This is an optimization exercise on Yosys and OpenROAD, whose aim is small area and a short achievable clock period, not a production implementation.
In this exercise RTL edits were held to simulation tests only and were not proved equivalent to the original.
No activity file was given, so power comes from the tool's default toggle rates.

`flow/run.sh`:
```
#!/bin/bash
# synth_recipe.tcl (not shown) runs the flow's synth.tcl, then flattens the netlist and writes it again
# the make line also repeats each setting of config.mk as NAME=value (left out here)
make -C /OpenROAD-flow-scripts/flow DESIGN_CONFIG=/design/flow/config.mk WORK_HOME=/design/flow/orfs CLKGATE_MAP_FILE= SYNTH_SCRIPT=/design/flow/synth_recipe.tcl finish
```
`flow/config.mk`:
```
export PLATFORM = sky130hd
export DESIGN_NAME = mips_pipe
export DESIGN_NICKNAME = mips_pipe
export VERILOG_FILES = /design/flow/design.v
export SDC_FILE = /design/flow/constraint.sdc
export NUM_CORES = 8
export LEC_CHECK = 0
export CAP_MARGIN = 20
export CORE_MARGIN = 2
export CORE_UTILIZATION = 40
export SETUP_SLACK_MARGIN = 5
export SLEW_MARGIN = 20
```
`flow/constraint.sdc`:
```
create_clock -name core_clock -period 10.5 [get_ports {clk}]
set_input_delay 2.1000 -clock core_clock [delete_from_list [all_inputs] [get_ports {clk}]]
set_output_delay 2.1000 -clock core_clock [all_outputs]
set_load 0.01 [all_outputs]
```
`flow/design.v`:
```
module RegFile (
    input         clk,
    input         rst_n,
    input         we,
    input  [4:0]  wa,
    input  [31:0] wd,
    input  [4:0]  ra1,
    output [31:0] rd1,
    input  [4:0]  ra2,
    output [31:0] rd2
);
    wire [31:0] q [1:31];
    wire [31:1] valid;
    wire [31:1] sel1, sel2;
    genvar g;
    generate
        for (g = 1; g < 32; g = g + 1) begin : r
            reg [31:0] d;
            reg v;
            wire wr = we && (wa == g);
            always @(posedge clk)
                if (wr) d <= wd;
            always @(posedge clk or negedge rst_n)
                if (~rst_n) v <= 1'b0;
                else if (wr) v <= 1'b1;
            assign valid[g] = v;
            assign q[g] = d;
            assign sel1[g] = valid[g] && (ra1 == g);
            assign sel2[g] = valid[g] && (ra2 == g);
        end
    endgenerate
    reg [31:0] r1, r2;
    integer i;
    always @* begin
        r1 = 32'b0;
        r2 = 32'b0;
        for (i = 1; i < 32; i = i + 1) begin
            r1 = r1 | ({32{sel1[i]}} & q[i]);
            r2 = r2 | ({32{sel2[i]}} & q[i]);
        end
    end
    assign rd1 = r1;
    assign rd2 = r2;
endmodule
module mips_pipe (
    input         clk,
    input         rst_n,
    input         irq,
    output [31:0] imem_addr,
    input  [31:0] imem_data,
    output        dmem_re,
    output        dmem_we,
    output [31:0] dmem_addr,
    output [31:0] dmem_wdata,
    input  [31:0] dmem_rdata
);
    reg  [31:0] PC;
    reg  [31:0] ID_I;         
    reg  [31:0] ID_PC4;       
    reg         EX_B, EX_J, EX_re, EX_we, EX_wr, EX_link, EX_IRQ;
    reg         EX_beq, EX_bne, EX_blez, EX_bgtz, EX_bltz;
    reg         EX_ssum, EX_sand, EX_sor, EX_sxor, EX_snor, EX_ssh, EX_sslt;
    reg         EX_sub, EX_sltu, EX_sll, EX_sra;
    reg  [1:0]  EX_bIRQ;
    reg  [4:0]  EX_Rt, EX_dst;
    reg  [31:0] EX_A, EX_Bv, EX_P;
    reg         MEM_re, MEM_we, MEM_wr, MEM_link, MEM_IRQ, MEM_tk;
    reg  [4:0]  MEM_dst;
    reg  [31:0] MEM_ALUOut, MEM_X;
    wire [31:0] PC4 = {PC[31], PC[30:0] + 31'd4};
    wire IRQ = irq & ~PC[31];
    wire [5:0] op = ID_I[31:26];
    wire [5:0] fn = ID_I[5:0];
    wire [4:0] Rs = ID_I[25:21];
    wire [4:0] Rt = ID_I[20:16];
    wire [4:0] Rd = ID_I[15:11];
    wire [15:0] imm = ID_I[15:0];
    wire opR    = op == 6'h00;
    wire opJ    = op == 6'h02;
    wire opJAL  = op == 6'h03;
    wire opLW   = op == 6'h23;
    wire opSW   = op == 6'h2b;
    wire opBEQ  = op == 6'h04;
    wire opBNE  = op == 6'h05;
    wire opBLEZ = op == 6'h06;
    wire opBGTZ = op == 6'h07;
    wire opBLTZ = op == 6'h01;
    wire opB    = opBEQ | opBNE | opBLEZ | opBGTZ | opBLTZ;
    wire opANDI = op == 6'h0c;
    wire opLUI  = op == 6'h0f;
    wire opSLTI = op == 6'h0a;
    wire opSLTIU = op == 6'h0b;
    wire opI    = op == 6'h08 || op == 6'h09 || opSLTI || opSLTIU || opANDI || opLUI;
    wire exc = ~(opR | opJ | opJAL | opLW | opSW | opB | opI);
    wire fJR   = opR && fn == 6'h08;
    wire fJALR = opR && fn == 6'h09;
    wire isJ   = opJ | opJAL | fJR | fJALR;
    wire fSH   = opR && (fn == 6'h00 || fn == 6'h02 || fn == 6'h03);    
    wire srcImm = ~(opR | opB);                                           
    wire regWrite = exc | ~(opSW | opB | opJ | fJR);
    wire link = exc | opJAL | fJALR;
    wire [4:0] dst = exc ? 5'd26 : opJAL ? 5'd31 : opR ? Rd : Rt;
    wire rSUB  = opR && (fn == 6'h22 || fn == 6'h23);
    wire rAND  = opR && fn == 6'h24;
    wire rOR   = opR && fn == 6'h25;
    wire rXOR  = opR && fn == 6'h26;
    wire rNOR  = opR && fn == 6'h27;
    wire rSLL  = opR && fn == 6'h00;
    wire rSRA  = opR && fn == 6'h03;
    wire rSLT  = opR && fn == 6'h2a;
    wire rSLTU = opR && fn == 6'h2b;
    wire aAND  = rAND | opANDI;
    wire aSLT  = rSLT | rSLTU | opSLTI | opSLTIU;
    wire aSLTU = rSLTU | opSLTIU;
    wire aSUM  = ~(aAND | rOR | rXOR | rNOR | fSH | aSLT);
    wire [31:0] rf1, rf2;
    wire [31:0] DataBusC;
    wire        rf_we = MEM_wr | MEM_IRQ;
    RegFile rgf (
        .clk(clk), .rst_n(rst_n),
        .we(rf_we), .wa(MEM_dst), .wd(DataBusC),
        .ra1(Rs), .rd1(rf1),
        .ra2(Rt), .rd2(rf2));
    wire bypA = MEM_wr && MEM_dst == Rs;
    wire bypB = MEM_wr && MEM_dst == Rt;
    wire [31:0] valA = bypA ? DataBusC : fSH ? {27'b0, ID_I[10:6]} : rf1;
    wire [31:0] valB = bypB ? DataBusC : rf2;
    wire [31:0] res;
    wire fwdA = EX_wr && EX_dst == Rs;
    wire fwdB = EX_wr && EX_dst == Rt;
    wire [31:0] opA  = fwdA ? res : valA;
    wire [31:0] rtv  = fwdB ? res : valB;
    wire [31:0] ext = {opANDI ? 16'h0000 : {16{imm[15]}}, imm};
    wire [31:0] luout = opLUI ? {imm, 16'h0000} : ext;
    wire [31:0] conba = {ID_PC4[31], ID_PC4[30:0] + {ext[28:0], 2'b00}};
    wire hazard = EX_re && (EX_Rt == Rs || EX_Rt == Rt);
    wire taken;
    wire kill = hazard | taken | IRQ;
    reg [31:0] PC_base;
    always @* begin
        if (IRQ)       PC_base = 32'h80000004;
        else if (EX_B) PC_base = PC4;
        else if (exc)  PC_base = 32'h80000008;
        else if (opJ | opJAL) PC_base = {PC4[31:28], ID_I[25:0], 2'b00};
        else if (fJR | fJALR) PC_base = rf1;
        else           PC_base = PC4;
    end
    wire [31:0] PC_next = (taken & ~IRQ) ? EX_P : PC_base;
    always @(posedge clk or negedge rst_n) begin
        if (~rst_n)
            PC <= 32'h80000000;
        else if (~hazard)
            PC <= PC_next;
    end
    always @(posedge clk or negedge rst_n) begin
        if (~rst_n)
            ID_I <= 32'b0;
        else if (isJ | taken | IRQ)
            ID_I <= 32'b0;
        else if (~hazard)
            ID_I <= imem_data;
    end
    always @(posedge clk)
        ID_PC4 <= PC4;
    always @(posedge clk or negedge rst_n) begin
        if (~rst_n) begin
            EX_B <= 1'b0; EX_J <= 1'b0; EX_re <= 1'b0; EX_we <= 1'b0;
            EX_wr <= 1'b0; EX_IRQ <= 1'b0;
            EX_beq <= 1'b0; EX_bne <= 1'b0; EX_blez <= 1'b0;
            EX_bgtz <= 1'b0; EX_bltz <= 1'b0;
        end else begin
            EX_B    <= ~kill & opB;
            EX_J    <= ~kill & isJ;
            EX_re   <= ~kill & opLW;
            EX_we   <= ~kill & opSW;
            EX_wr   <= ~kill & regWrite & (dst != 5'd0);
            EX_IRQ  <= IRQ;
            EX_beq  <= ~kill & opBEQ;
            EX_bne  <= ~kill & opBNE;
            EX_blez <= ~kill & opBLEZ;
            EX_bgtz <= ~kill & opBGTZ;
            EX_bltz <= ~kill & opBLTZ;
        end
    end
    always @(posedge clk) begin
        EX_link <= link;
        EX_ssum <= aSUM;
        EX_sand <= aAND;
        EX_sor  <= rOR;
        EX_sxor <= rXOR;
        EX_snor <= rNOR;
        EX_ssh  <= fSH;
        EX_sslt <= aSLT;
        EX_sub  <= rSUB | aSLT;
        EX_sltu <= aSLTU;
        EX_sll  <= rSLL;
        EX_sra  <= rSRA;
        EX_bIRQ <= taken ? 2'b01 : (EX_J | MEM_tk) ? 2'b10 : 2'b00;
        EX_Rt   <= Rt;
        EX_dst  <= IRQ ? 5'd26 : dst;
        EX_A    <= opA;
        EX_Bv   <= srcImm ? luout : rtv;
        EX_P    <= IRQ ? ID_PC4 : opSW ? rtv : opB ? conba : ID_PC4;
    end
    wire [31:0] A = EX_A;
    wire [31:0] B = EX_Bv;
    wire [32:0] sum = {A, 1'b1} + {B ^ {32{EX_sub}}, EX_sub};
    wire [31:0] s = sum[32:1];
    wire lt = (EX_sltu && (A[31] ^ B[31])) ? B[31] : s[31];
    wire [31:0] shin;
    wire [31:0] shout;
    genvar k;
    generate
        for (k = 0; k < 32; k = k + 1) begin : rv
            assign shin[k] = EX_sll ? B[31 - k] : B[k];
        end
    endgenerate
    wire fill = EX_sra & B[31];
    wire [63:0] shx = {{32{fill}}, shin} >> A[4:0];
    generate
        for (k = 0; k < 32; k = k + 1) begin : rv2
            assign shout[k] = EX_sll ? shx[31 - k] : shx[k];
        end
    endgenerate
    assign res = ({32{EX_ssum}} & s)
               | ({32{EX_sand}} & (A & B))
               | ({32{EX_sor}}  & (A | B))
               | ({32{EX_sxor}} & (A ^ B))
               | ({32{EX_snor}} & ~(A | B))
               | ({32{EX_ssh}}  & shout)
               | {31'b0, EX_sslt & lt};
    wire eq = A == B;
    assign taken = (EX_beq & eq) | (EX_bne & ~eq) | (EX_blez & (A[31] | eq)) |
                   (EX_bgtz & ~(A[31] | eq)) | (EX_bltz & A[31]);
    wire [31:0] tsrc = EX_bIRQ[1] ? ID_PC4 : EX_P;
    wire [31:0] irq_tgt = tsrc - ((EX_bIRQ == 2'b01) ? 32'd8 : 32'd4);
    always @(posedge clk or negedge rst_n) begin
        if (~rst_n) begin
            MEM_re <= 1'b0; MEM_we <= 1'b0; MEM_wr <= 1'b0;
            MEM_IRQ <= 1'b0; MEM_tk <= 1'b0;
        end else begin
            MEM_re  <= EX_re;
            MEM_we  <= EX_we;
            MEM_wr  <= EX_wr;
            MEM_IRQ <= EX_IRQ;
            MEM_tk  <= taken;
        end
    end
    always @(posedge clk) begin
        MEM_link   <= EX_link;
        MEM_dst    <= EX_dst;
        MEM_ALUOut <= res;
        MEM_X      <= EX_IRQ ? irq_tgt : EX_P;
    end
    assign DataBusC = (MEM_link | MEM_IRQ) ? MEM_X :
                      MEM_re ? dmem_rdata : MEM_ALUOut;
    assign imem_addr  = PC;
    assign dmem_re    = MEM_re;
    assign dmem_we    = MEM_we;
    assign dmem_addr  = MEM_ALUOut;
    assign dmem_wdata = MEM_X;
endmodule
```
==> results of run 1 <==
[Yosys cell counts (24+ instances only)]
master	instances	share of area, %
buf_1	53	0.31
and3_1	91	0.89
a22o_1	252	3.4
dfrtp_1	110	4.3
mux4_2	47	1.6
a221o_1	25	0.39
o221ai_1	24	0.33
edfxtp_1	992	46
xnor2_1	79	1.1
nor3_1	72	0.56
nand3_1	193	1.5
or4_1	33	0.39
nand2b_1	25	0.24
nor2b_1	27	0.26
nand2_1	278	1.6
a222oi_1	77	1.2
buf_2	51	0.40
mux2_2	38	0.67
dfxtp_1	222	6.9
or2_2	40	0.39
nand4_1	92	0.90
a221oi_1	270	3.7
xor2_1	86	1.2
a22oi_1	516	6.0
o21ai_0	123	0.96
inv_1	143	0.83
ha_1	126	2.5
nor2_1	268	1.6
clkbuf_1	320	1.9
o211ai_1	27	0.32
a21oi_1	274	2.1
mux2i_1	90	1.4
a21o_1	33	0.39
[layout by cell type (no fill, tap or decap), types with 24 or more instances in the layout]
cell	synthesis	layout
nand4_1	92	92
a21oi_2	0	30
clkbuf_1	320	24
xor2_1	86	86
nor2_4	1	33
o211ai_1	27	27
clkbuf_16	0	141
xnor2_1	79	79
edfxtp_1	992	992
ha_1	126	126
nor2_1	268	235
nand2_1	278	277
mux4_2	47	47
a221o_1	25	25
mux2_2	38	38
o21ai_0	123	122
buf_4	9	193
nor3_1	72	64
nor2b_1	27	27
and3_1	91	27
a22o_1	252	252
a221oi_1	270	270
and3_2	0	63
o221ai_1	24	24
dfrtp_1	110	108
a21oi_1	274	242
clkdlybuf4s50_1	0	163
nand2b_1	25	25
a21o_1	33	33
a222oi_1	77	77
or4_1	33	33
a22oi_1	516	516
inv_1	143	143
or2_2	40	40
dfxtp_1	222	217
mux2i_1	90	90
nand3_1	193	191
[worst max-delay path, delay by kind of cell (launching register included)]
kind / cells / cell delay (ps)
AND/OR/NAND/NOR: 6 / 2550
AO/OA/AOI/OAI: 4 / 950
flip-flops: 1 / 700
buffers and inverters: 2 / 440
adder cells (fa/ha/maj): 1 / 330
[cell type report]
type | count | area [um2]
fillers | 14310 | 86420
flip-flops and latches | 1325 | 37020
multi-input cells | 3478 | 25480
clock buffers | 184 | 3880
repair buffers | 359 | 3139
well taps | 2086 | 2610
clock inverters | 70 | 885.9
inverters | 147 | 551.8
diodes | 10 | 25.02
[through the flow]
stage | util (%) | power [uW]
2_1_floorplan | - | 11520
3_3_place_gp | 42.94 | 15200
3_5_place_dp | 42.94 | 15240
4_1_cts | 45.92 | 20390
5_1_grt | 45.98 | 21270
6_report | 45.99 | 20900
[cells by family after synthesis]
family,Yosys count,share of synthesized area [%]
AO/OA/AOI/OAI,1794,20.93
flip-flops,1325,57.57
AND/OR/NAND/NOR,1214,9.357
adder cells (fa/ha/maj),128,2.514
multiplexers,177,3.758
XOR/XNOR,165,2.248
buffers and inverters,585,3.626
[registers in the layout (all words and copies together) (netlist names), 31 cells and up]
| name | flops |
|---|---|
| EX_Bv | 32 |
| MEM_ALUOut | 32 |
| EX_P | 32 |
| rgf.r.d | 992 |
| ID_PC4 | 32 |
| EX_A | 32 |
| ID_I | 32 |
| rgf.r.v | 31 |
| MEM_X | 32 |
| PC | 32 |
[where the power goes]
| group | internal (uW) | switching, uW | total (uW) |
|---|---|---|---|
| Clock | 3000 | 2250 | 5250 |
| Combinational | 2180 | 5490 | 7670 |
| Sequential | 7160 | 826 | 7990 |
[path summary, 6_finish.rpt]
kind | end | cells after the start | slack, ps
max reg2reg | PC[11] | 13 | 5390
min | MEM_link | 0 | 330
max | PC[11] | 13 | 5390
max in group asynchronous | rgf.r[15].v | 2 | 7740
min reg2reg | MEM_link | 0 | 330
min in group asynchronous | PC[8] | 1 | 1450
[layer usage]
| layer | vias up | track usage [%] |
|---|---|---|
| met5 | - | 1.427 |
| met4 | 34 | 25.85 |
| met3 | 1770 | 17.64 |
| met2 | 6373 | 53.55 |
| met1 | 27710 | 46.47 |
| li1 | 21680 | - |
[what timing repair did]
action | 4_1_cts | 5_1_grt
setup endpoints to repair | 0 | 7
setup buffers | 0 | 0
gates resized for setup | 0 | 1
==> impl_metrics.toml, run 1 <==
[critical_path]
crit_start = "EX_Bv[14]"
crit_top_cell = "a21oi_1"
slowest_delay_ps = 700
crit_slowest_cell = "dfxtp_1"
critPathLaunchType = "flop"
path_cells = "inv_1, ha_1, nor4_1, nand4_1, or4_1, a22o_1, or2_1, nor2_1, buf_4, and2_1, a21oi_1, a21oi_1, a2bb2oi_1"
cp-end-kind = "flop"
required_ps = 11200
crit_path_max_fanout = 15
crit_arrival_ps = 5810
path_class = "reg2reg"
reg2reg_from = "EX_Bv[14]"

[routing]
ant_nets = 0
route.met3.wl_mm = 55.72
viasPerCell = 7.515
wl_mm = 322.9
met1_length_mm = 108.6
dr.first_iter.drc_count = 13330
routed-wl-met2_mm = 129.6
highest_layer = "met5"
wl_per_cell_um = 42.15
drc = 0
vias = 57560
firstDrtPassIters = 13

[floorplanning]
fp.dieArea_um2 = 164000
fp.dieH_um = 404.9
start_util_pct = 40.18
core_area_um2 = 160000
ioPinCount = 165
std_cell_rows = 147
fp.dieW_um = 404.9

[synthesis]
netlist_area_um2 = 64290
synth_cell_types = 91
postSynth.asyncResetShare_pct = 8.377
synth_edf_count = 992
syn-num-nets = 5583
ys_seq_area_share_pct = 57.57
syn-mean-instance-area_um2 = 11.93
ys_ff_latch = 1325
syn-instance-count = 5388
synth_flop_cell = "edfxtp_1"
ys_warn_count = 2

[grt]
grt_pass1_wl_mm = 434.4
grt_pass1_vias = 52760
overflow = 0
grt_max_degree = 74
grt_usage_pct = 38.18
antenna_found_initial = 27

[placed_design]
dpl-instance-area_um2 = 68710
place_inst = 7392
dp_hpwl_mm = 196.1
gp_congestion = 0.9994
pre_cts_slack_ps = 5220
io_buffers = 164

[timing]
slew_viol_final = 0
worst_clock_skew_ps = 52.84
min_period_ps = 5113
tightest_slew_ps = 1312
setup_slack_ps = 5387
setup_viol = 0
rsz0062_at_grt = "no"
slew_headroom_pct = 12.31
hold_violations = 0
fmax_ghz = 0.1956
period_share_pct = 48.70
hold_ws_ps = 327.9
tns_ps = 0

[hold_path]
hold_start = "EX_link"
holdCritPathClass = "reg2reg"

[cts]
root_buffer = "clkbuf_16"
clkSinkCount = 1325
cts_made_buffers = 141
cts_tree = "yes"
clock_latency_ps = 830
clockBufferDepth = 3
cts_hold_buf = 0
cts_max_level = 4
cts.reportedPaths.clkPinSlew_ps = 60

[cells_and_area]
fin_nets = 5647
drive_gt1_share_pct = 12.87
syn_to_final_growth_pct = 14.47
design_area_um2 = 73590
fin_cells = 7659

[power]
vdd_drop_max_uv = 175.6
power_density_nw_per_um2 = 284.1
cellLeakagePower_uw = 0.02627

[outcome]
status = "no timing/DRC/antenna violations"

[flow_run]
maxCapViolations = 0
==> inputs of run 2 (changes only) <==
--- a/flow/design.v
+++ b/flow/design.v
@@ -62,5 +62,4 @@
     reg         EX_ssum, EX_sand, EX_sor, EX_sxor, EX_snor, EX_ssh, EX_sslt;
     reg         EX_sub, EX_sltu, EX_sll, EX_sra;
-    reg  [1:0]  EX_bIRQ;
     reg  [4:0]  EX_Rt, EX_dst;
     reg  [31:0] EX_A, EX_Bv, EX_P;
@@ -133,5 +132,6 @@
     wire [31:0] ext = {opANDI ? 16'h0000 : {16{imm[15]}}, imm};
     wire [31:0] luout = opLUI ? {imm, 16'h0000} : ext;
-    wire [31:0] conba = {ID_PC4[31], ID_PC4[30:0] + {ext[28:0], 2'b00}};
+    wire [31:0] sext = {{16{imm[15]}}, imm};
+    wire [31:0] conba = {ID_PC4[31], ID_PC4[30:0] + {sext[28:0], 2'b00}};
     wire hazard = EX_re && (EX_Rt == Rs || EX_Rt == Rt);
     wire taken;
@@ -183,23 +183,23 @@
         end
     end
+    wire irq_next = ~taken & (EX_J | MEM_tk);
     always @(posedge clk) begin
-        EX_link <= link;
-        EX_ssum <= aSUM;
-        EX_sand <= aAND;
-        EX_sor  <= rOR;
-        EX_sxor <= rXOR;
-        EX_snor <= rNOR;
-        EX_ssh  <= fSH;
-        EX_sslt <= aSLT;
-        EX_sub  <= rSUB | aSLT;
+        EX_link <= link & ~IRQ;
+        EX_ssum <= aSUM | IRQ;
+        EX_sand <= aAND & ~IRQ;
+        EX_sor  <= rOR & ~IRQ;
+        EX_sxor <= rXOR & ~IRQ;
+        EX_snor <= rNOR & ~IRQ;
+        EX_ssh  <= fSH & ~IRQ;
+        EX_sslt <= aSLT & ~IRQ;
+        EX_sub  <= (rSUB | aSLT) & ~IRQ;
         EX_sltu <= aSLTU;
         EX_sll  <= rSLL;
         EX_sra  <= rSRA;
-        EX_bIRQ <= taken ? 2'b01 : (EX_J | MEM_tk) ? 2'b10 : 2'b00;
         EX_Rt   <= Rt;
         EX_dst  <= IRQ ? 5'd26 : dst;
-        EX_A    <= opA;
-        EX_Bv   <= srcImm ? luout : rtv;
-        EX_P    <= IRQ ? ID_PC4 : opSW ? rtv : opB ? conba : ID_PC4;
+        EX_A    <= IRQ ? (irq_next ? PC4 : ID_PC4) : opA;
+        EX_Bv   <= IRQ ? {29'h1fffffff, ~taken, 2'b00} : srcImm ? luout : rtv;
+        EX_P    <= opSW ? rtv : opB ? conba : ID_PC4;
     end
     wire [31:0] A = EX_A;
@@ -233,6 +233,4 @@
     assign taken = (EX_beq & eq) | (EX_bne & ~eq) | (EX_blez & (A[31] | eq)) |
                    (EX_bgtz & ~(A[31] | eq)) | (EX_bltz & A[31]);
-    wire [31:0] tsrc = EX_bIRQ[1] ? ID_PC4 : EX_P;
-    wire [31:0] irq_tgt = tsrc - ((EX_bIRQ == 2'b01) ? 32'd8 : 32'd4);
     always @(posedge clk or negedge rst_n) begin
         if (~rst_n) begin
@@ -251,8 +249,7 @@
         MEM_dst    <= EX_dst;
         MEM_ALUOut <= res;
-        MEM_X      <= EX_IRQ ? irq_tgt : EX_P;
-    end
-    assign DataBusC = (MEM_link | MEM_IRQ) ? MEM_X :
-                      MEM_re ? dmem_rdata : MEM_ALUOut;
+        MEM_X      <= EX_P;
+    end
+    assign DataBusC = MEM_link ? MEM_X : MEM_re ? dmem_rdata : MEM_ALUOut;
     assign imem_addr  = PC;
     assign dmem_re    = MEM_re;
==> flow/flow/run.sh (new file) <==
#!/bin/bash
set -euo pipefail
MARGIN=${MARGIN:-6.8}
PORTBUF=${PORTBUF:-sky130_fd_sc_hd__buf_2}
bash standard.sh synth > log_synth.txt 2>&1
for step in floorplan place cts route finish; do
  bash standard.sh "SETUP_SLACK_MARGIN=$MARGIN" \
    "BUFFER_PORTS_ARGS=-buffer_cell $PORTBUF" $step > log_$step.txt 2>&1
done
test -f out/final.def
==> flow/standard.sh (new file) <==
#!/bin/bash
# synth_recipe.tcl (not shown) runs the flow's synth.tcl, then flattens the netlist and writes it again
# the make line also repeats each setting of config.mk as NAME=value (left out here)
make -C /OpenROAD-flow-scripts/flow DESIGN_CONFIG=/design/flow/config.mk WORK_HOME=/design/flow/orfs CLKGATE_MAP_FILE= SYNTH_SCRIPT=/design/flow/synth_recipe.tcl "${@:-finish}"
--- a/flow/config.mk
+++ b/flow/config.mk
@@ -9,4 +9,5 @@
 export CORE_MARGIN = 2
 export CORE_UTILIZATION = 40
-export SETUP_SLACK_MARGIN = 5
+export CTS_CLUSTER_DIAMETER = 100
+export CTS_CLUSTER_SIZE = 22
 export SLEW_MARGIN = 20
removed: flow/run.sh
==> impl_metrics.toml, run 2 <==
[synthesis]
ys_ff_latch = 1323
netlist_area_um2 = 64100
synth_top_area_cell = "edfxtp_1"
synth_edf_count = 992
syn-mean-instance-area_um2 = 11.92
synth_area_leaders = "edfxtp_1, a22oi_1, dfxtp_1"
synth_flop_cell = "edfxtp_1"
postSynth.asyncResetShare_pct = 8.390
syn-num-nets = 5571
ys_warn_count = 2
syn-instance-count = 5379
synth_cell_types = 92
ys_seq_area_share_pct = 57.68
synth_top_cell_area_share_pct = 46.48
yosys-top-cells-count = "edfxtp_1, a22oi_1, nand2_1, clkbuf_1, nor2_1"
yosysMostFrequentCell = "edfxtp_1"

[cells_and_area]
syn_to_final_growth_pct = 12.38
drive_gt1_share_pct = 18.31
fin_nets = 5661
nFillCells = 14340
largest_register_ffs = 992
layout_common_cells = "edfxtp_1, a22oi_1, nand2_1, buf_4, nand3_1"
fin_cells = 7595
layout_commonest_cell = "edfxtp_1"
multi_input_area_um2 = 26500
largest-register = "rgf.r.d"
seq_area_um2 = 37060

[cts]
cts.reportedPaths.clkPinSlew_ps = 110
cts_hold_buf = 0
clock_latency_ps = 770
cts_max_level = 3
root_buffer = "clkbuf_16"
cts_made_buffers = 73
clkSinkCount = 1323
cts_tree = "yes"
clockBufferDepth = 3

[routing]
drc = 0
ant_nets = 0
vias = 57940
viasPerCell = 7.629
wl_mm = 332.2
firstDrtPassIters = 15
dr.first_iter.drc_count = 13770
wl_per_cell_um = 43.74

[timing]
setup_slack_ps = 6548
slew_headroom_pct = 19.08
setup_viol = 0
hold_ws_ps = 330.3
hold_violations = 0
tns_ps = 0
period_share_pct = 37.64
min_period_ps = 3952
fmax_ghz = 0.2530
worst_clock_skew_ps = 67.16
slew_viol_final = 0
tightest_slew_ps = 1211
rsz0062_at_grt = "yes"

[power]
swShare_pct = 44.85
pwr-share-seq_pct = 40.5
internal-power_uw = 11300
power_density_nw_per_um2 = 284.5
clockPowerShare_pct = 15.4
p_switching_uw = 9190
power_uw = 20490
cellLeakagePower_uw = 0.02646
vdd_drop_max_uv = 240.1
p_comb_share_pct = 44.1

[placed_design]
io_buffers = 164
dp_hpwl_mm = 199.4
place_inst = 7410
gp_congestion = 1.048
pre_cts_slack_ps = 5420

[floorplanning]
start_util_pct = 40.38
fp.dieW_um = 404.3
core_area_um2 = 158700
std_cell_rows = 146
ioPinCount = 165
fp.dieArea_um2 = 163500
fp.dieH_um = 404.3

[grt]
antenna_found_initial = 32
grt_pass1_vias = 53110
grt_pass1_wl_mm = 442.1
overflow = 0
grt_max_degree = 85
grt_usage_pct = 39.16

[critical_path]
required_ps = 11120
critPathLaunchType = "flop"
cp-end-kind = "flop"
crit_path_max_fanout = 21
r2r_slack_ps = 6550
path_class = "reg2reg"
crit_arrival_ps = 4570

[outcome]
status = "no timing/DRC/antenna violations"

[flow_run]
maxCapViolations = 0

[hold_path]
holdCritPathClass = "reg2reg"
[run 2: final timing paths]
kind	startpoint	endpoint	cells past startpoint
worst max register to register	ID_I[17]	EX_Bv[12]	10
worst min register to register	EX_link	MEM_link	0
worst max-delay path	ID_I[17]	EX_Bv[12]	10
worst min-delay path	EX_link	MEM_link	0
min in group asynchronous	rst_n	MEM_re	1
max in group asynchronous	rst_n	ID_I[0]	2
[run 2: cell type report]
| class | count | share of cell area [%] |
|---|---|---|
| well taps | 2072 | 3.599 |
| inverters | 139 | 0.7539 |
| multi-input cells | 3504 | 36.80 |
| clock inverters | 11 | 0.2571 |
| repair buffers | 428 | 4.390 |
| clock buffers | 89 | 2.649 |
| diodes | 29 | 0.1007 |
| flip-flops and latches | 1323 | 51.45 |
[run 2: layer usage]
metal	track usage, %	up-vias	part of all wire [%]
met2	54.08	6533	39
met5	0.1487	-	0.053
li1	-	21590	-
met1	46.89	27790	33
met4	30.25	14	11
met3	18.30	2019	17
[run 2: cell families after synthesis]
group / Yosys count / synth area share [%]
AO/OA/AOI/OAI: 1674 / 19.45
AND/OR/NAND/NOR: 1349 / 10.72
flip-flops: 1323 / 57.68
buffers and inverters: 553 / 3.406
multiplexers: 224 / 4.498
XOR/XNOR: 131 / 1.790
adder cells (fa/ha/maj): 125 / 2.452
[run 2: power by group through the flow]
stage | clock, uW | combinational [uW] | sequential (uW)
after floorplan | 0 | 4340 | 7820
after global placement | 0 | 7890 | 8330
after detailed placement | 0 | 7940 | 8320
after CTS | 3130 | 8230 | 8220
after global routing | 3300 | 9170 | 8320
final | 3150 | 9040 | 8310
[run 2: critical path, stage by stage, from the launching register on]
cell and delay (ps):
dfrtp_2 560, nor3_1 580, and3_4 530, buf_4 590, a22oi_1 160, nand4_1 160
nor2_1 60, a31oi_2 600, nor2_1 120, o21a_1 140, nor2_1 250
[run 2: through the flow]
step / util [%] / cell area (um2)
6_report: 45.37 / 72030
2_1_floorplan: - / 64130
5_1_grt: 45.33 / 71960
3_5_place_dp: 42.88 / 68060
3_3_place_gp: 42.86 / 68030
4_1_cts: 44.76 / 71050
[run 2: timing repair]
action / in CTS / in global routing
setup endpoints to repair: 180 / 141
buffers inserted: 20 / 31
gates resized for setup: 208 / 136
gates cloned: 1 / 4
pin swaps: 8 / 22
==> inputs of run 3 (changes only) <==
--- a/flow/design.v
+++ b/flow/design.v
@@ -5,7 +5,7 @@
     input  [4:0]  wa,
     input  [31:0] wd,
-    input  [4:0]  ra1,
+    input  [11:0] ra1,
     output [31:0] rd1,
-    input  [4:0]  ra2,
+    input  [11:0] ra2,
     output [31:0] rd2
 );
@@ -26,6 +26,6 @@
             assign valid[g] = v;
             assign q[g] = d;
-            assign sel1[g] = valid[g] && (ra1 == g);
-            assign sel2[g] = valid[g] && (ra2 == g);
+            assign sel1[g] = valid[g] && ra1[8 + g / 8] && ra1[g % 8];
+            assign sel2[g] = valid[g] && ra2[8 + g / 8] && ra2[g % 8];
         end
     endgenerate
@@ -58,4 +58,5 @@
     reg  [31:0] ID_I;         
     reg  [31:0] ID_PC4;       
+    reg  [11:0] ID_rs, ID_rt;  
     reg         EX_B, EX_J, EX_re, EX_we, EX_wr, EX_link, EX_IRQ;
     reg         EX_beq, EX_bne, EX_blez, EX_bgtz, EX_bltz;
@@ -119,6 +120,6 @@
         .clk(clk), .rst_n(rst_n),
         .we(rf_we), .wa(MEM_dst), .wd(DataBusC),
-        .ra1(Rs), .rd1(rf1),
-        .ra2(Rt), .rd2(rf2));
+        .ra1(ID_rs), .rd1(rf1),
+        .ra2(ID_rt), .rd2(rf2));
     wire bypA = MEM_wr && MEM_dst == Rs;
     wire bypB = MEM_wr && MEM_dst == Rt;
@@ -163,4 +164,12 @@
     always @(posedge clk)
         ID_PC4 <= PC4;
+    always @(posedge clk)
+        if (isJ | taken | IRQ) begin
+            ID_rs <= 12'b0;
+            ID_rt <= 12'b0;
+        end else if (~hazard) begin
+            ID_rs <= {4'b0001 << imem_data[25:24], 8'b00000001 << imem_data[23:21]};
+            ID_rt <= {4'b0001 << imem_data[20:19], 8'b00000001 << imem_data[18:16]};
+        end
     always @(posedge clk or negedge rst_n) begin
         if (~rst_n) begin
--- a/flow/flow/run.sh
+++ b/flow/flow/run.sh
@@ -1,5 +1,5 @@
 #!/bin/bash
 set -euo pipefail
-MARGIN=${MARGIN:-6.8}
+MARGIN=${MARGIN:-7.05}
 PORTBUF=${PORTBUF:-sky130_fd_sc_hd__buf_2}
 bash standard.sh synth > log_synth.txt 2>&1
==> impl_metrics.toml, run 3 <==
[cts]
cts_made_buffers = 73
clock_latency_ps = 760
cts.reportedPaths.clkPinSlew_ps = 100
clkSinkCount = 1347
root_buffer = "clkbuf_16"
cts_tree = "yes"
clockBufferDepth = 3
cts_max_level = 3

[floorplanning]
ioPinCount = 165
fp.dieArea_um2 = 163200
std_cell_rows = 146
fp.dieW_um = 404.0
fp.dieH_um = 404.0
start_util_pct = 40.37
core_area_um2 = 158600

[timing]
period_share_pct = 34.70
hold_violations = 0
tightest_slew_ps = 1163
fmax_ghz = 0.2745
slew_headroom_pct = 22.44
worst_clock_skew_ps = 63.86
setup_slack_ps = 6856
setup_viol = 0
rsz0062_at_grt = "yes"
slew_viol_final = 0
min_period_ps = 3644
tns_ps = 0

[synthesis]
synth_flop_cell = "edfxtp_1"
yosys-top-cells-count = "edfxtp_1, a22oi_1, clkbuf_1, nand2_1, a221oi_1"
yosysMostFrequentCell = "edfxtp_1"
synth_top_area_cell = "edfxtp_1"
synth_edf_count = 992
ys_seq_area_share_pct = 58.51
synth_area_leaders = "edfxtp_1, dfxtp_1, a22oi_1"
ys_warn_count = 2
postSynth.asyncResetShare_pct = 8.241
synth_top_cell_area_share_pct = 46.54
syn-num-nets = 5505
syn-mean-instance-area_um2 = 12.05
ys_ff_latch = 1347
netlist_area_um2 = 64010
synth_cell_types = 83
syn-instance-count = 5313

[placed_design]
pre_cts_slack_ps = 5210
io_buffers = 164
gp_congestion = 1.016
dp_hpwl_mm = 198.2

[grt]
grt_max_degree = 88
overflow = 0
antenna_found_initial = 21
grt_pass1_vias = 52870
grt_usage_pct = 39.48
grt_pass1_wl_mm = 444.3

[critical_path]
critPathLaunchType = "flop"
cpLargestDelayFamily = "compound AO/OA/AOI/OAI gates"
crit_slowest_cell = "buf_4"
crit_start = "ID_rt[8]"
path_class = "reg2reg"
required_ps = 11090
path_cells = "and3_4, buf_4, a22o_1, a221oi_1, nand4_1, nor3_1, a21oi_1, a21oi_2, o21ai_1, a21boi_4"
rr_worst_depth = 10
slowest_delay_ps = 640
crit_arrival_ps = 4240
r2r_slack_ps = 6860
path_buf_inv = 1
r2r-end = "EX_Bv[2]"
crit_cells = 10
crit_path_max_fanout = 19
cp-end-kind = "flop"
reg2reg_from = "ID_rt[8]"

[routing]
vias = 57340
viasPerCell = 7.560
drc = 0
wl_mm = 336.2
wl_per_cell_um = 44.33
firstDrtPassIters = 12
ant_nets = 0
dr.first_iter.drc_count = 12780

[cells_and_area]
fin_nets = 5656
largest-register = "rgf.r.d"
nFillCells = 14230
syn_to_final_growth_pct = 15.69
largest_register_ffs = 992
drive_gt1_share_pct = 22.57
layout_common_cells = "edfxtp_1, a22oi_1, nand2_1, buf_4, a221oi_1"
layout_commonest_cell = "edfxtp_1"

[power]
power_density_nw_per_um2 = 278.3
vdd_drop_max_uv = 284.7
cellLeakagePower_uw = 0.02640

[outcome]
status = "no timing/DRC/antenna violations"

[hold_path]
holdCritPathClass = "reg2reg"
min_to = "MEM_link"
hold_start = "EX_link"
min_path_cells = 0

[flow_run]
maxCapViolations = 0
[run 3: cell count changes after synthesis, moves of 29 or more]
cell and change:
and3_1 -92, nand3_1 -37, a2111oi_0 -37, nor4_1 -29, buf_2 -50, clkbuf_1 +100, a22oi_1 -183, a221oi_1 +152
a22o_1 +120, a21oi_1 +57, nand4_1 +63
[run 3: metrics by stage]
stage          utilization [%]  hold WS [ps]  cell area, um2  instances  total power (uW)
3_5_place_dp             42.62         332.1           67570       7276             15220
5_1_grt                  46.68         351.5           74020       7573             20930
2_1_floorplan                -         309.6           64150       5313             11720
4_1_cts                  45.41         346.4           72000       7477             19250
3_3_place_gp             42.61         321.0           67570       7275             15210
6_report                 46.70         346.9           74050       7585             20610
[run 3: worst max path at each step]
stage                end  slack, ps
2_1_floorplan  EX_Bv[28]       7000
3_3_place_gp    EX_A[18]       5050
3_5_place_dp    EX_A[17]       5210
4_1_cts         EX_A[17]       6880
5_1_grt         EX_P[24]       6810
6_report        EX_Bv[2]       6860
[run 3: layer usage]
metal  track usage, %  wire length, um
met1            46.97           109600
met2            55.61           134900
met3            17.97            56610
met4            29.60            34380
met5            1.219              796
[run 3: repair_timing]
| action | in CTS | in global routing |
|---|---|---|
| cloned | 7 | 9 |
| resized for setup | 338 | 273 |
| buffers inserted | 84 | 85 |
| endpoints found under the setup margin | 266 | 208 |
| hold buffers | 0 | 0 |
| pin swaps | 32 | 97 |
[run 3: where the power goes]
| group | leakage (uW) | internal, uW | switching, uW |
|---|---|---|---|
| Combinational | 0.0128 | 3140 | 6000 |
| Clock | 0.00106 | 1380 | 1880 |
| Sequential | 0.0125 | 7290 | 926 |
[run 3: final cells by class]
type	instances	area (um2)	share of cell area (%)
Tap cell	2072	2592	3.501
Multi-Input combinational cell	3376	26660	36.00
Clock inverter	16	262.8	0.3548
Antenna cell	14	35.03	0.04731
Sequential cell	1347	37610	50.79
Timing Repair inverter	1	11.26	0.01521
Timing Repair Buffer	530	4379	5.914
Inverter	135	550.5	0.7434
Clock buffer	94	1948	2.631
[run 3: worst reg2reg max path, stage by stage (launching register included)]
cell and delay [ps]:
dfxtp_1 550, and3_4 580, buf_4 650, a22o_1 260, a221oi_1 50, nand4_1 220, nor3_1 100, a21oi_1 440
a21oi_2 120, o21ai_1 190, a21boi_4 370
[run 3: cells by family (layout without fill, tap and decap cells)]
| group | after synthesis | after routing | synth area share [%] |
|---|---|---|---|
| fa+ha+maj | 125 | 125 | 2.455 |
| mux | 203 | 203 | 4.201 |
| xor+xnor | 133 | 133 | 1.820 |
| buf+inv | 592 | 776 | 3.558 |
| compound gates | 1743 | 1743 | 20.45 |
| other cells | 0 | 14 | 0 |
| simple gates | 1170 | 1172 | 9.007 |
| flops | 1347 | 1347 | 58.51 |
==> inputs of run 4 (changes only) <==
--- a/flow/flow/run.sh
+++ b/flow/flow/run.sh
@@ -1,5 +1,5 @@
 #!/bin/bash
 set -euo pipefail
-MARGIN=${MARGIN:-7.05}
+MARGIN=${MARGIN:-7.25}
 PORTBUF=${PORTBUF:-sky130_fd_sc_hd__buf_2}
 bash standard.sh synth > log_synth.txt 2>&1
==> impl_metrics.toml, run 4 <==
[outcome]
status = "no timing/DRC/antenna violations"

[critical_path]
cpLargestDelayFamily = "simple AND/OR/NAND/NOR gates"
cp-end-kind = "flop"
path_class = "reg2reg"
reg2reg_from = "EX_A[0]"
crit_path_max_fanout = 7
slowest_delay_ps = 490
crit_start = "EX_A[0]"
path_buf_inv = 7
crit_cells = 15
crit_arrival_ps = 4230
path_cells = "buf_6, buf_6, clkinv_8, ha_4, nor4_4, nand4_1, buf_6, or4_4, a22oi_2, buf_4, buf_6, o21ai_4, buf_12, mux2i_1, a222oi_1"
critPathLaunchType = "flop"
crit_top_cell = "buf_6"
r2r_slack_ps = 6870
rr_worst_depth = 15
required_ps = 11110
r2r-end = "EX_A[0]"
cp-endpoint = "EX_A[0]"
crit_slowest_cell = "or4_4"

[cts]
clock_latency_ps = 760
clockBufferDepth = 3
cts_hold_buf = 0
cts_made_buffers = 73
cts.reportedPaths.clkPinSlew_ps = 110
cts_tree = "yes"
root_buffer = "clkbuf_16"
cts_max_level = 3
clkSinkCount = 1347

[synthesis]
synth_cell_types = 83
yosysMostFrequentCell = "edfxtp_1"
postSynth.asyncResetShare_pct = 8.241
netlist_area_um2 = 64010
synth_flop_cell = "edfxtp_1"
syn-mean-instance-area_um2 = 12.05
yosys-top-cells-count = "edfxtp_1, a22oi_1, clkbuf_1, nand2_1, a221oi_1"
synth_area_leaders = "edfxtp_1, dfxtp_1, a22oi_1"
ys_seq_area_share_pct = 58.51
ys_ff_latch = 1347
synth_top_area_cell = "edfxtp_1"
synth_edf_count = 992
ys_warn_count = 2
syn-num-nets = 5505
syn-instance-count = 5313
synth_top_cell_area_share_pct = 46.54

[timing]
min_period_ps = 3627
slew_headroom_pct = 21.67
setup_slack_ps = 6873
tns_ps = 0
fmax_ghz = 0.2757
setup_viol = 0
rsz0062_at_grt = "yes"
slew_viol_final = 0
worst_clock_skew_ps = 59.48
period_share_pct = 34.54
tightest_slew_ps = 1171
hold_violations = 0

[cells_and_area]
nFillCells = 13750
largest_register_ffs = 992
syn_to_final_growth_pct = 21.37
drive_gt1_share_pct = 28.56
fin_nets = 5798
layout_common_cells = "edfxtp_1, a22oi_1, buf_4, nand2_1, a221oi_1"
seq_area_um2 = 37780
multi_input_area_um2 = 28260
layout_commonest_cell = "edfxtp_1"
largest-register = "rgf.r.d"

[floorplanning]
fp.dieW_um = 404.0
core_area_um2 = 158600
std_cell_rows = 146
start_util_pct = 40.37
fp.dieArea_um2 = 163200
ioPinCount = 165
fp.dieH_um = 404.0

[routing]
ant_nets = 0
drc = 0
vias = 59750
firstDrtPassIters = 13
wl_mm = 349.9
wl_per_cell_um = 45.22
viasPerCell = 7.723
dr.first_iter.drc_count = 13470

[placed_design]
io_buffers = 164
pre_cts_slack_ps = 5501
gp_congestion = 1.051
dp_hpwl_mm = 193.0

[power]
cellLeakagePower_uw = 0.02757
vdd_drop_max_uv = 374.9
power_density_nw_per_um2 = 288.6

[grt]
grt_max_degree = 88
overflow = 0
antenna_found_initial = 29
grt_pass1_vias = 53310
grt_usage_pct = 40.11
grt_pass1_wl_mm = 451.4

[flow_run]
maxCapViolations = 0

[hold_path]
holdCritPathClass = "reg2reg"
==> run 4: cell counts after synthesis <==
No cell type changed its count.
==> run 4: through the flow <==
step	cells	util, %	cell area (um2)	hold WS (ps)	total power, uW
3_5_place_dp	7256	42.66	67640	330.2	15290
3_3_place_gp	7254	42.64	67610	314.6	15270
2_1_floorplan	5313	-	64470	309.6	11820
4_1_cts	7555	46.74	74120	357.3	20240
6_report	7737	49.00	77690	359.9	22420
5_1_grt	7717	48.96	77640	363.8	22610
==> run 4: worst min-delay path by stage <==
| stage | start | to | slack, ps | cells past startpoint |
|---|---|---|---|---|
| 6_report | EX_link | MEM_link | 360 | 0 |
| 5_1_grt | EX_link | MEM_link | 360 | 0 |
| 4_1_cts | EX_link | MEM_link | 360 | 0 |
| 3_5_place_dp | EX_link | MEM_link | 330 | 0 |
| 3_3_place_gp | EX_link | MEM_link | 310 | 0 |
| 2_1_floorplan | EX_link | MEM_link | 310 | 0 |
==> run 4: worst register-to-register path: stages, from the launching register on <==
cell and delay [ps]:
dfxtp_4 450, buf_6 120, buf_6 110, clkinv_8 50, ha_4 240, nor4_4 300
nand4_1 180, buf_6 190, or4_4 500, a22oi_2 210, buf_4 160, buf_6 100
o21ai_4 160, buf_12 240, mux2i_1 130, a222oi_1 360
==> run 4: cell type report <==
| type | count | share of cell area (%) |
|---|---|---|
| sequential | 1347 | 48.63 |
| multi-input combinational | 3396 | 36.37 |
| timing repair buffer | 653 | 8.098 |
| tap | 2072 | 3.337 |
| clock buffer | 98 | 2.485 |
| inverter | 135 | 0.7151 |
| clock inverter | 12 | 0.2883 |
| antenna | 24 | 0.07730 |
==> run 4: kinds of logic after synthesis <==
logic type	share of synthesized area [%]
AO/OA/AOI/OAI	20.45
flip-flops	58.51
AND/OR/NAND/NOR	9.007
buffers and inverters	3.558
multiplexers	4.201
XOR/XNOR	1.820
adder cells (fa/ha/maj)	2.455
==> run 4: what timing repair did <==
action | 4_1_cts | 5_1_grt
gates cloned | 21 | 26
buffers inserted | 168 | 129
pin swaps | 90 | 177
endpoints found under the setup margin | 325 | 305
gates resized for setup | 650 | 451
endpoints found under the hold margin | 0 | 0
==> run 4: layer usage <==
| metal | part of all wire, % | routed length, um | track usage (%) | vias to the layer above |
|---|---|---|---|---|
| met3 | 18 | 64650 | 19.78 | 2071 |
| met5 | 0.099 | 346 | 0.4163 | - |
| li1 | - | - | - | 21890 |
| met4 | 10 | 36260 | 30.54 | 33 |
| met1 | 32 | 113600 | 47.72 | 28920 |
| met2 | 39 | 135000 | 55.21 | 6839 |
==> run 4: report_power, final <==
part	switching (uW)	internal [uW]	total (uW)	leakage, uW
Combinational	6770	3970	10700	0.0140
Sequential	1090	7340	8430	0.0125
Clock	1890	1360	3240	0.00104
==> inputs of run 5 (changes only) <==
--- a/flow/flow/run.sh
+++ b/flow/flow/run.sh
@@ -1,5 +1,5 @@
 #!/bin/bash
 set -euo pipefail
-MARGIN=${MARGIN:-7.25}
+MARGIN=${MARGIN:-6.75}
 PORTBUF=${PORTBUF:-sky130_fd_sc_hd__buf_2}
 bash standard.sh synth > log_synth.txt 2>&1
==> impl_metrics.toml, run 5 <==
[outcome]
status = "no timing/DRC/antenna violations"

[floorplanning]
fp.dieH_um = 404.0
ioPinCount = 165
std_cell_rows = 146
fp.dieArea_um2 = 163200
fp.dieW_um = 404.0
core_area_um2 = 158600
start_util_pct = 40.37

[power]
internal-power_uw = 10970
p_switching_uw = 8180
vdd_drop_max_uv = 178.8
clockPowerShare_pct = 16.7
cellLeakagePower_uw = 0.02539
p_comb_share_pct = 40.2
pwr-share-seq_pct = 43.0
power_density_nw_per_um2 = 270.7
swShare_pct = 42.71

[cells_and_area]
design_area_um2 = 70760
final_util_pct = 44.62
nFillCells = 14500
layout_commonest_cell = "edfxtp_1"
drive_gt1_share_pct = 15.98
fin_cells = 7446
largest-register = "rgf.r.d"
fin_nets = 5514
largest_register_ffs = 992
syn_to_final_growth_pct = 10.54
layout_common_cells = "edfxtp_1, a22oi_1, nand2_1, a221oi_1, dfxtp_1"

[cts]
cts_max_level = 3
clockBufferDepth = 3
cts_tree = "yes"
clkSinkCount = 1347
cts_hold_buf = 0
root_buffer = "clkbuf_16"
cts_made_buffers = 72
clock_latency_ps = 750
cts.reportedPaths.clkPinSlew_ps = 90

[timing]
rsz0062_at_grt = "yes"
tightest_slew_ps = 1202
setup_viol = 0
worst_clock_skew_ps = 27.90
fmax_ghz = 0.2545
hold_violations = 0
period_share_pct = 37.42
slew_headroom_pct = 19.86
tns_ps = 0
slew_viol_final = 0
min_period_ps = 3930
setup_slack_ps = 6570

[critical_path]
crit_path_max_fanout = 7
cp-end-kind = "flop"
slowest_delay_ps = 720
path_cells = "mux4_2, mux2_2, mux2i_1, o22ai_1, nor2_1, o31ai_1, a21oi_1, buf_4, o21ai_0, nand2_1, nand3_1"
crit_arrival_ps = 4550
rr_worst_depth = 11
cpLargestDelayFamily = "compound AO/OA/AOI/OAI gates"
critPathLaunchType = "flop"
crit_slowest_cell = "dfxtp_1"
path_class = "reg2reg"
required_ps = 11120
r2r-end = "EX_Bv[4]"
r2r_slack_ps = 6570
reg2reg_from = "EX_Bv[9]"
path_buf_inv = 1

[synthesis]
synth_top_cell_area_share_pct = 46.54
synth_area_leaders = "edfxtp_1, dfxtp_1, a22oi_1"
postSynth.asyncResetShare_pct = 8.241
synth_cell_types = 83
ys_seq_area_share_pct = 58.51
yosys-top-cells-count = "edfxtp_1, a22oi_1, clkbuf_1, nand2_1, a221oi_1"
netlist_area_um2 = 64010
ys_warn_count = 2
synth_top_area_cell = "edfxtp_1"
synth_flop_cell = "edfxtp_1"
ys_ff_latch = 1347
synth_edf_count = 992
syn-num-nets = 5505
syn-mean-instance-area_um2 = 12.05
yosysMostFrequentCell = "edfxtp_1"
syn-instance-count = 5313

[grt]
grt_pass1_wl_mm = 431.3
grt_max_degree = 88
grt.met2_usage_pct = 53.88
overflow = 0
grt_use_met3_pct = 16.34
busiest_layer = "met2"
grt_pass1_vias = 51500
grt_usage_pct = 38.16
antenna_found_initial = 35
use_met1_pct = 46.68

[hold_path]
holdCritPathClass = "reg2reg"
min_path_cells = 0
min_to = "MEM_X[14]"
hold_start = "EX_P[14]"

[routing]
vias = 56380
ant_nets = 0
dr.first_iter.drc_count = 13730
drc = 0
wl_mm = 323.5
firstDrtPassIters = 13
viasPerCell = 7.571
wl_per_cell_um = 43.45

[placed_design]
gp_congestion = 1.078
dp_hpwl_mm = 189.5
pre_cts_slack_ps = 5645
io_buffers = 164
dpl-instance-area_um2 = 67600
place_inst = 7282

[flow_run]
maxCapViolations = 0
run 5: worst reg2reg max path: cells and delay by family (launching register included):
family	cells	cell delay, ps
buffers and inverters	1	260
AOI/OAI and AO/OA	4	1630
and+or+nand+nor	3	540
DFF	1	720
muxes	3	670
run 5: routing by layer:
layer  share of wire (%)  vias to the layer above  wire, um
met5                0.13                        -       422
met4                 9.5                       28     30830
met3                  17                     1705     54900
met2                  40                     6135    130500
met1                  33                    27260    106900
li1                    -                    21250         -
run 5: how the worst max path moves through the flow:
stage,startpoint,to,slack [ps],depth (start not counted)
6_report,EX_Bv[9],EX_Bv[4],6570,11
5_1_grt,EX_Bv[6],PC[0],6710,15
4_1_cts,EX_Bv[29],EX_A[0],6700,12
3_5_place_dp,EX_A[3],EX_A[0],5640,11
3_3_place_gp,EX_A[3],EX_A[0],5630,11
2_1_floorplan,dmem_rdata[28],EX_Bv[28],6660,7
run 5: kinds of logic (layout without fill, tap and decap cells):
family,count (synthesis),after routing,synth area share [%]
flops,1347,1347,58.51
other cells,0,18,0
mux,203,203,4.201
fa+ha+maj,125,125,2.455
simple gates,1170,1170,9.007
compound gates,1743,1743,20.45
xor+xnor,133,133,1.820
buf+inv,592,635,3.558
run 5: power groups by stage:
stage / logic (uW) / clock network, uW / registers [uW]
2_1_floorplan: 3850 / 0 / 7830
3_3_place_gp: 6860 / 0 / 8280
3_5_place_dp: 6890 / 0 / 8290
4_1_cts: 7100 / 3180 / 8160
5_1_grt: 7860 / 3350 / 8270
6_report: 7710 / 3200 / 8240
run 5: through the flow:
step | total power (uW) | hold WS, ps
after detailed placement | 15180 | 341.9
after global routing | 19480 | 369.5
after CTS | 18440 | 360.6
after floorplan | 11680 | 309.6
after global placement | 15140 | 332.0
final | 19150 | 359.9
run 5: what timing repair did:
| item | 4_1_cts | 5_1_grt |
|---|---|---|
| pin swaps | 6 | 9 |
| buffers inserted | 15 | 15 |
| resized for setup | 69 | 73 |
| cloned | 3 | 4 |
| endpoints found under the setup margin | 213 | 85 |
run 5: area by class of cell:
cell class | count | area [um2] | share of cell area (%)
flip-flops and latches | 1347 | 37500 | 53.00
multi-input cells | 3374 | 25220 | 35.65
repair buffers | 391 | 2763 | 3.904
well taps | 2072 | 2592 | 3.664
clock buffers | 97 | 1938 | 2.739
inverters | 135 | 525.5 | 0.7427
clock inverters | 11 | 167.7 | 0.2370
diodes | 18 | 45.04 | 0.06366
repair inverters | 1 | 5.005 | 0.007073
==> inputs of run 6 (changes only) <==
--- a/flow/flow/run.sh
+++ b/flow/flow/run.sh
@@ -1,5 +1,5 @@
 #!/bin/bash
 set -euo pipefail
-MARGIN=${MARGIN:-6.75}
+MARGIN=${MARGIN:-6.9}
 PORTBUF=${PORTBUF:-sky130_fd_sc_hd__buf_2}
 bash standard.sh synth > log_synth.txt 2>&1
==> impl_metrics.toml, run 6 <==
[outcome]
status = "no timing/DRC/antenna violations"

[cells_and_area]
syn_to_final_growth_pct = 11.91
fin_nets = 5530
final_util_pct = 45.18
fin_cells = 7471
layout_common_cells = "edfxtp_1, a22oi_1, nand2_1, a221oi_1, buf_4"
drive_gt1_share_pct = 17.88
largest-register = "rgf.r.d"
largest_register_ffs = 992
layout_commonest_cell = "edfxtp_1"
nFillCells = 14330

[synthesis]
ys_warn_count = 2
syn-instance-count = 5313
postSynth.asyncResetShare_pct = 8.241
syn-mean-instance-area_um2 = 12.05
yosysMostFrequentCell = "edfxtp_1"
synth_edf_count = 992
synth_top_cell_area_share_pct = 46.54
synth_cell_types = 83
synth_top_area_cell = "edfxtp_1"
ys_ff_latch = 1347
synth_flop_cell = "edfxtp_1"
netlist_area_um2 = 64010
syn-num-nets = 5505
synth_area_leaders = "edfxtp_1, dfxtp_1, a22oi_1"
ys_seq_area_share_pct = 58.51
yosys-top-cells-count = "edfxtp_1, a22oi_1, clkbuf_1, nand2_1, a221oi_1"

[power]
cellLeakagePower_uw = 0.02558
power_density_nw_per_um2 = 273.2
vdd_drop_max_uv = 237.6

[grt]
grt_max_degree = 88
grt_usage_pct = 39.09
grt_pass1_wl_mm = 439.5
grt_pass1_vias = 52030
antenna_found_initial = 23
overflow = 0

[critical_path]
rr_worst_depth = 12
crit_start = "ID_rt[11]"
critPathLaunchType = "flop"
r2r_slack_ps = 6770
path_buf_inv = 2
path_class = "reg2reg"
cpLargestDelayFamily = "simple AND/OR/NAND/NOR gates"
crit_top_cell = "buf_4"
path_cells = "and3_2, buf_4, a22o_1, a221oi_1, nand4_1, nor3_1, buf_4, nand2_1, o21ai_0, nor2_1, a21oi_2, o211ai_1"
r2r-end = "EX_Bv[31]"
cp-endpoint = "EX_Bv[31]"
cp-end-kind = "flop"
crit_arrival_ps = 4360
crit_path_max_fanout = 20
crit_slowest_cell = "and3_2"
slowest_delay_ps = 700
crit_cells = 12
reg2reg_from = "ID_rt[11]"
required_ps = 11120

[routing]
dr.first_iter.drc_count = 13030
vias = 56780
wl_per_cell_um = 44.33
viasPerCell = 7.600
wl_mm = 331.2
ant_nets = 0
firstDrtPassIters = 10
drc = 0

[cts]
cts_tree = "yes"
cts_hold_buf = 0
clockBufferDepth = 3
clock_latency_ps = 750
cts_max_level = 3
clkSinkCount = 1347
root_buffer = "clkbuf_16"
cts.reportedPaths.clkPinSlew_ps = 90
cts_made_buffers = 74

[timing]
min_period_ps = 3735
worst_clock_skew_ps = 38.62
slew_viol_final = 0
tightest_slew_ps = 1188
fmax_ghz = 0.2678
rsz0062_at_grt = "yes"
setup_viol = 0
hold_violations = 0
slew_headroom_pct = 20.82
tns_ps = 0
period_share_pct = 35.57

[placed_design]
dp_hpwl_mm = 193.3
place_inst = 7274
gp_congestion = 1.021
io_buffers = 164

[floorplanning]
core_area_um2 = 158600
std_cell_rows = 146
fp.dieArea_um2 = 163200
start_util_pct = 40.37
fp.dieW_um = 404.0
fp.dieH_um = 404.0
ioPinCount = 165

[hold_path]
holdCritPathClass = "reg2reg"
min_path_cells = 0

[flow_run]
maxCapViolations = 0
[run 6: power by group]
part           internal [uW]  total (uW)  switching, uW
clock                   1380        3260           1880
combinational           2500        7970           5480
sequential              7290        8340           1050
[run 6: repair_timing]
| action | CTS | global route |
|---|---|---|
| endpoints found under the setup margin | 235 | 173 |
| resized for setup | 142 | 161 |
| pin swaps | 10 | 25 |
| buffers inserted | 23 | 28 |
| gates cloned | 4 | 5 |
[run 6: worst register-to-register path, stage by stage (launching register included)]
cell      delay, ps
dfxtp_1         640
and3_2          710
buf_4           680
a22o_1          270
a221oi_1         50
nand4_1         160
nor3_1           50
buf_4           180
nand2_1          80
o21ai_0         130
nor2_1          280
a21oi_2          70
o211ai_1        320
[run 6: worst min path at each step]
| stage | start | slack [ps] | end |
|---|---|---|---|
| CTS | EX_P[6] | 370 | MEM_X[6] |
| global route | EX_P[6] | 380 | MEM_X[6] |
| detailed placement | EX_P[7] | 340 | MEM_X[7] |
| floorplan | EX_link | 310 | MEM_link |
| finish | EX_P[6] | 370 | MEM_X[6] |
| global placement | EX_IRQ | 330 | MEM_IRQ |
[run 6: layout make-up]
| type | count | area [um2] | area share (%) |
|---|---|---|---|
| repair buffers | 405 | 2998 | 4.185 |
| well taps | 2072 | 2592 | 3.619 |
| inverters | 135 | 531.8 | 0.7423 |
| clock inverters | 16 | 250.2 | 0.3493 |
| flip-flops and latches | 1347 | 37570 | 52.45 |
| diodes | 25 | 62.56 | 0.08733 |
| clock buffers | 96 | 1956 | 2.730 |
| multi-input cells | 3375 | 25670 | 35.84 |
[run 6: metrics by stage]
stage / setup slack, ps / instance area, um2 / hold slack, ps / total power [uW]
after floorplan: 6902 / 64130 / 309.6 / 11710
after global placement: 5611 / 67570 / 334.9 / 15230
after detailed placement: 5445 / 67580 / 342.8 / 15240
after CTS: 6737 / 70590 / 367.0 / 18690
after global routing: 6789 / 71570 / 382.1 / 19910
final: 6765 / 71630 / 365.2 / 19570
[run 6: logic make-up after synthesis]
logic type | share of synthesized area [%]
fa+ha+maj | 2.455
mux | 4.201
flops | 58.51
xor+xnor | 1.820
buf+inv | 3.558
compound gates | 20.45
simple gates | 9.007
[run 6: metal layers]
layer	vias up	wire length [um]	share of wire, %	GRT usage, %
met5	-	88	0.027	0.4758
met4	8	32990	10	29.16
met1	27460	109700	33	47.02
li1	21290	-	-	-
met3	1740	55930	17	17.42
met2	6282	132500	40	54.88
==> inputs of run 7 (changes only) <==
--- a/flow/flow/run.sh
+++ b/flow/flow/run.sh
@@ -1,5 +1,5 @@
 #!/bin/bash
 set -euo pipefail
-MARGIN=${MARGIN:-6.9}
+MARGIN=${MARGIN:-7.1}
 PORTBUF=${PORTBUF:-sky130_fd_sc_hd__buf_2}
 bash standard.sh synth > log_synth.txt 2>&1
--- a/flow/config.mk
+++ b/flow/config.mk
@@ -12,2 +12,3 @@
 export CTS_CLUSTER_SIZE = 22
 export SLEW_MARGIN = 20
+export TNS_END_PERCENT = 5
==> impl_metrics.toml, run 7 <==
[outcome]
status = "no timing/DRC/antenna violations"

[synthesis]
synth_flop_cell = "edfxtp_1"
ys_ff_latch = 1347
synth_cell_types = 83
synth_top_cell_area_share_pct = 46.54
yosys-top-cells-count = "edfxtp_1, a22oi_1, clkbuf_1, nand2_1, a221oi_1"
ys_seq_area_share_pct = 58.51
ys_warn_count = 2
synth_top_area_cell = "edfxtp_1"
syn-instance-count = 5313
syn-mean-instance-area_um2 = 12.05
yosysMostFrequentCell = "edfxtp_1"
synth_edf_count = 992
syn-num-nets = 5505
netlist_area_um2 = 64010
synth_area_leaders = "edfxtp_1, dfxtp_1, a22oi_1"
postSynth.asyncResetShare_pct = 8.241

[cells_and_area]
largest_register_ffs = 992
layout_commonest_cell = "edfxtp_1"
seq_area_um2 = 37620
nFillCells = 14230
fin_nets = 5561
syn_to_final_growth_pct = 12.57
fin_cells = 7483
largest-register = "rgf.r.d"
layout_common_cells = "edfxtp_1, a22oi_1, nand2_1, a221oi_1, buf_4"
multi_input_area_um2 = 25870
final_util_pct = 45.44
drive_gt1_share_pct = 19.17

[cts]
clkSinkCount = 1347
cts.reportedPaths.clkPinSlew_ps = 90
root_buffer = "clkbuf_16"
cts_made_buffers = 72
clock_latency_ps = 750
clockBufferDepth = 3
cts_max_level = 3
cts_hold_buf = 0
cts_tree = "yes"

[critical_path]
cp-end-kind = "flop"
crit_path_max_fanout = 26
crit_arrival_ps = 4450
path_cells = "and3_2, buf_4, a22o_1, a221oi_1, nand4_1, nor3_1, nand2_1, o211ai_1, o21ai_0, nand2_1, o41ai_1"
required_ps = 11090
rr_worst_depth = 11
crit_slowest_cell = "nor3_1"
cpLargestDelayFamily = "simple AND/OR/NAND/NOR gates"
path_buf_inv = 1
r2r_slack_ps = 6640
crit_top_cell = "nand2_1"
slowest_delay_ps = 690
reg2reg_from = "ID_rt[9]"
r2r-end = "EX_Bv[1]"
path_class = "reg2reg"
critPathLaunchType = "flop"

[timing]
hold_ws_ps = 329.5
slew_viol_final = 0
slew_headroom_pct = 17.52
period_share_pct = 36.75
min_period_ps = 3858
tightest_slew_ps = 1234
hold_violations = 0
tns_ps = 0
setup_viol = 0
rsz0062_at_grt = "yes"
worst_clock_skew_ps = 40.62
fmax_ghz = 0.2592

[routing]
drc = 0
firstDrtPassIters = 9
dr.first_iter.drc_count = 12700
vias = 57230
wl_mm = 325.8
route.met3.wl_mm = 57.47
met1_length_mm = 105.2
wl_per_cell_um = 43.54
viasPerCell = 7.647
highest_layer = "met5"
routed-wl-met2_mm = 130.4
ant_nets = 0

[floorplanning]
fp.dieH_um = 404.0
start_util_pct = 40.37
std_cell_rows = 146
fp.dieW_um = 404.0
core_area_um2 = 158600
ioPinCount = 165
fp.dieArea_um2 = 163200

[power]
power_density_nw_per_um2 = 272.6
vdd_drop_max_uv = 210.1
cellLeakagePower_uw = 0.02565

[hold_path]
holdCritPathClass = "reg2reg"
min_to = "MEM_link"
min_path_cells = 0
hold_start = "EX_link"

[grt]
grt_usage_pct = 38.19
overflow = 0
grt_pass1_wl_mm = 431.5
grt_pass1_vias = 52110
antenna_found_initial = 21
grt_max_degree = 88

[placed_design]
io_buffers = 164
gp_congestion = 1.086
place_inst = 7276
dp_hpwl_mm = 192.0

[flow_run]
maxCapViolations = 0
run 7: changes by cell type in the layout (fill, tap and decap cells not counted), moves of 5 or more:
cell / previous run / this run
a221oi_1: 252 / 247
nor2_2: 2 / 8
diode_2: 25 / 17
ha_1: 115 / 107
dfxtp_4: 17 / 32
dfxtp_1: 199 / 188
clkbuf_1: 21 / 16
ha_4: 6 / 11
buf_6: 8 / 19
o21ai_0: 88 / 94
o21ai_1: 21 / 15
buf_4: 212 / 229
clkbuf_16: 79 / 74
run 7: area by class of cell:
| cell class | instances | share of cell area [%] |
|---|---|---|
| Sequential cell | 1347 | 52.22 |
| Timing Repair inverter | 1 | 0.006946 |
| Antenna cell | 17 | 0.05904 |
| Clock inverter | 11 | 0.2570 |
| Multi-Input combinational cell | 3376 | 35.90 |
| Tap cell | 2072 | 3.598 |
| Timing Repair Buffer | 436 | 4.631 |
| Clock buffer | 88 | 2.584 |
| Inverter | 135 | 0.7484 |
run 7: worst max-delay path by stage:
stage | from | to | cells after the start
finish | ID_rt[9] | EX_Bv[1] | 11
global route | EX_sub | EX_Bv[26] | 15
CTS | EX_sub | EX_Bv[31] | 13
detailed placement | EX_A[1] | EX_A[0] | 10
global placement | EX_A[1] | EX_A[0] | 10
floorplan | dmem_rdata[3] | EX_P[3] | 6
run 7: power by group:
group	internal (uW)	total, uW	leakage [uW]	switching (uW)
Clock	1290	3130	0.000985	1840
Combinational	2640	8220	0.0122	5580
Sequential	7300	8290	0.0125	991
run 7: cell families after synthesis:
group | after synthesis | share of synthesized area, %
and+or+nand+nor | 1170 | 9.007
AOI/OAI and AO/OA | 1743 | 20.45
adders and majority gates | 125 | 2.455
buffers and inverters | 592 | 3.558
muxes | 203 | 4.201
xor gates and xnor gates | 133 | 1.820
DFF | 1347 | 58.51
run 7: repair_timing:
item | in CTS | in global routing
cloned | 8 | 4
resized for setup | 149 | 225
buffers inserted | 17 | 62
setup endpoints to repair | 270 | 242
pin swaps | 10 | 52
run 7: per-layer routing:
layer / vias up / track usage, %
met4: 18 / 28.70
li1: 21330 / -
met3: 1858 / 17.44
met1: 27510 / 45.75
met5: - / 0.08921
met2: 6503 / 53.45
run 7: worst register-to-register path, cell delays in order, from the launching register on:
cell	delay (ps)
dfxtp_1	450
and3_2	450
buf_4	460
a22o_1	420
a221oi_1	280
nand4_1	140
nor3_1	690
nand2_1	140
o211ai_1	160
o21ai_0	300
nand2_1	150
o41ai_1	80
run 7: per-stage QoR:
stage                     cell area (um2)  setup slack [ps]  power [uW]
after floorplan                     64150              6913       11710
after global placement              67570              5555       15180
after detailed placement            67580              5474       15190
after CTS                           70540              6898       18550
after global routing                72020              6910       19930
final                               72060              6642       19640

==> port drivers added, routing unchanged <==
The flow's constraints put no driver on any port. The routed layouts listed below were extracted and timed again, unchanged, in two steps.
Step 1 assumes that a clkbuf_16 drives the clock port and a buf_2 every other input.
Step 2 also shifts input and output timing later by t, the mid clock arrival at the registers, as if the neighbouring blocks saw the same clock.
a / b / c = ideal / step 1 / step 2; a / b = the first two.
| run | t, ns | slack for setup (ns) | hold slack, ns |
|---|---|---|---|
| run 1 | 0.889 | 5.387 / 5.387 / 5.082 | 0.328 / 0.328 / 0.328 |
| run 2 | 0.813 | 6.548 / 6.548 / 6.105 | 0.330 / 0.330 / 0.330 |
| run 3 | 0.803 | 6.856 / 6.826 / 6.285 | 0.347 / 0.347 / 0.347 |
| run 4 | 0.801 | 6.873 / 6.857 / 6.267 | 0.360 / 0.360 / 0.360 |
| run 5 | 0.829 | 6.570 / 6.570 / 5.988 | 0.360 / 0.360 / 0.360 |
| run 6 | 0.812 | 6.765 / 6.765 / 6.091 | 0.365 / 0.365 / 0.365 |
| run 7 | 0.807 | 6.642 / 6.642 / 6.094 | 0.329 / 0.329 / 0.329 |
After both steps every run listed still meets setup and hold. For run 6, which loses most, drivers alone change the setup slack by 0.000 ns; drivers and shift together by -0.674 ns.
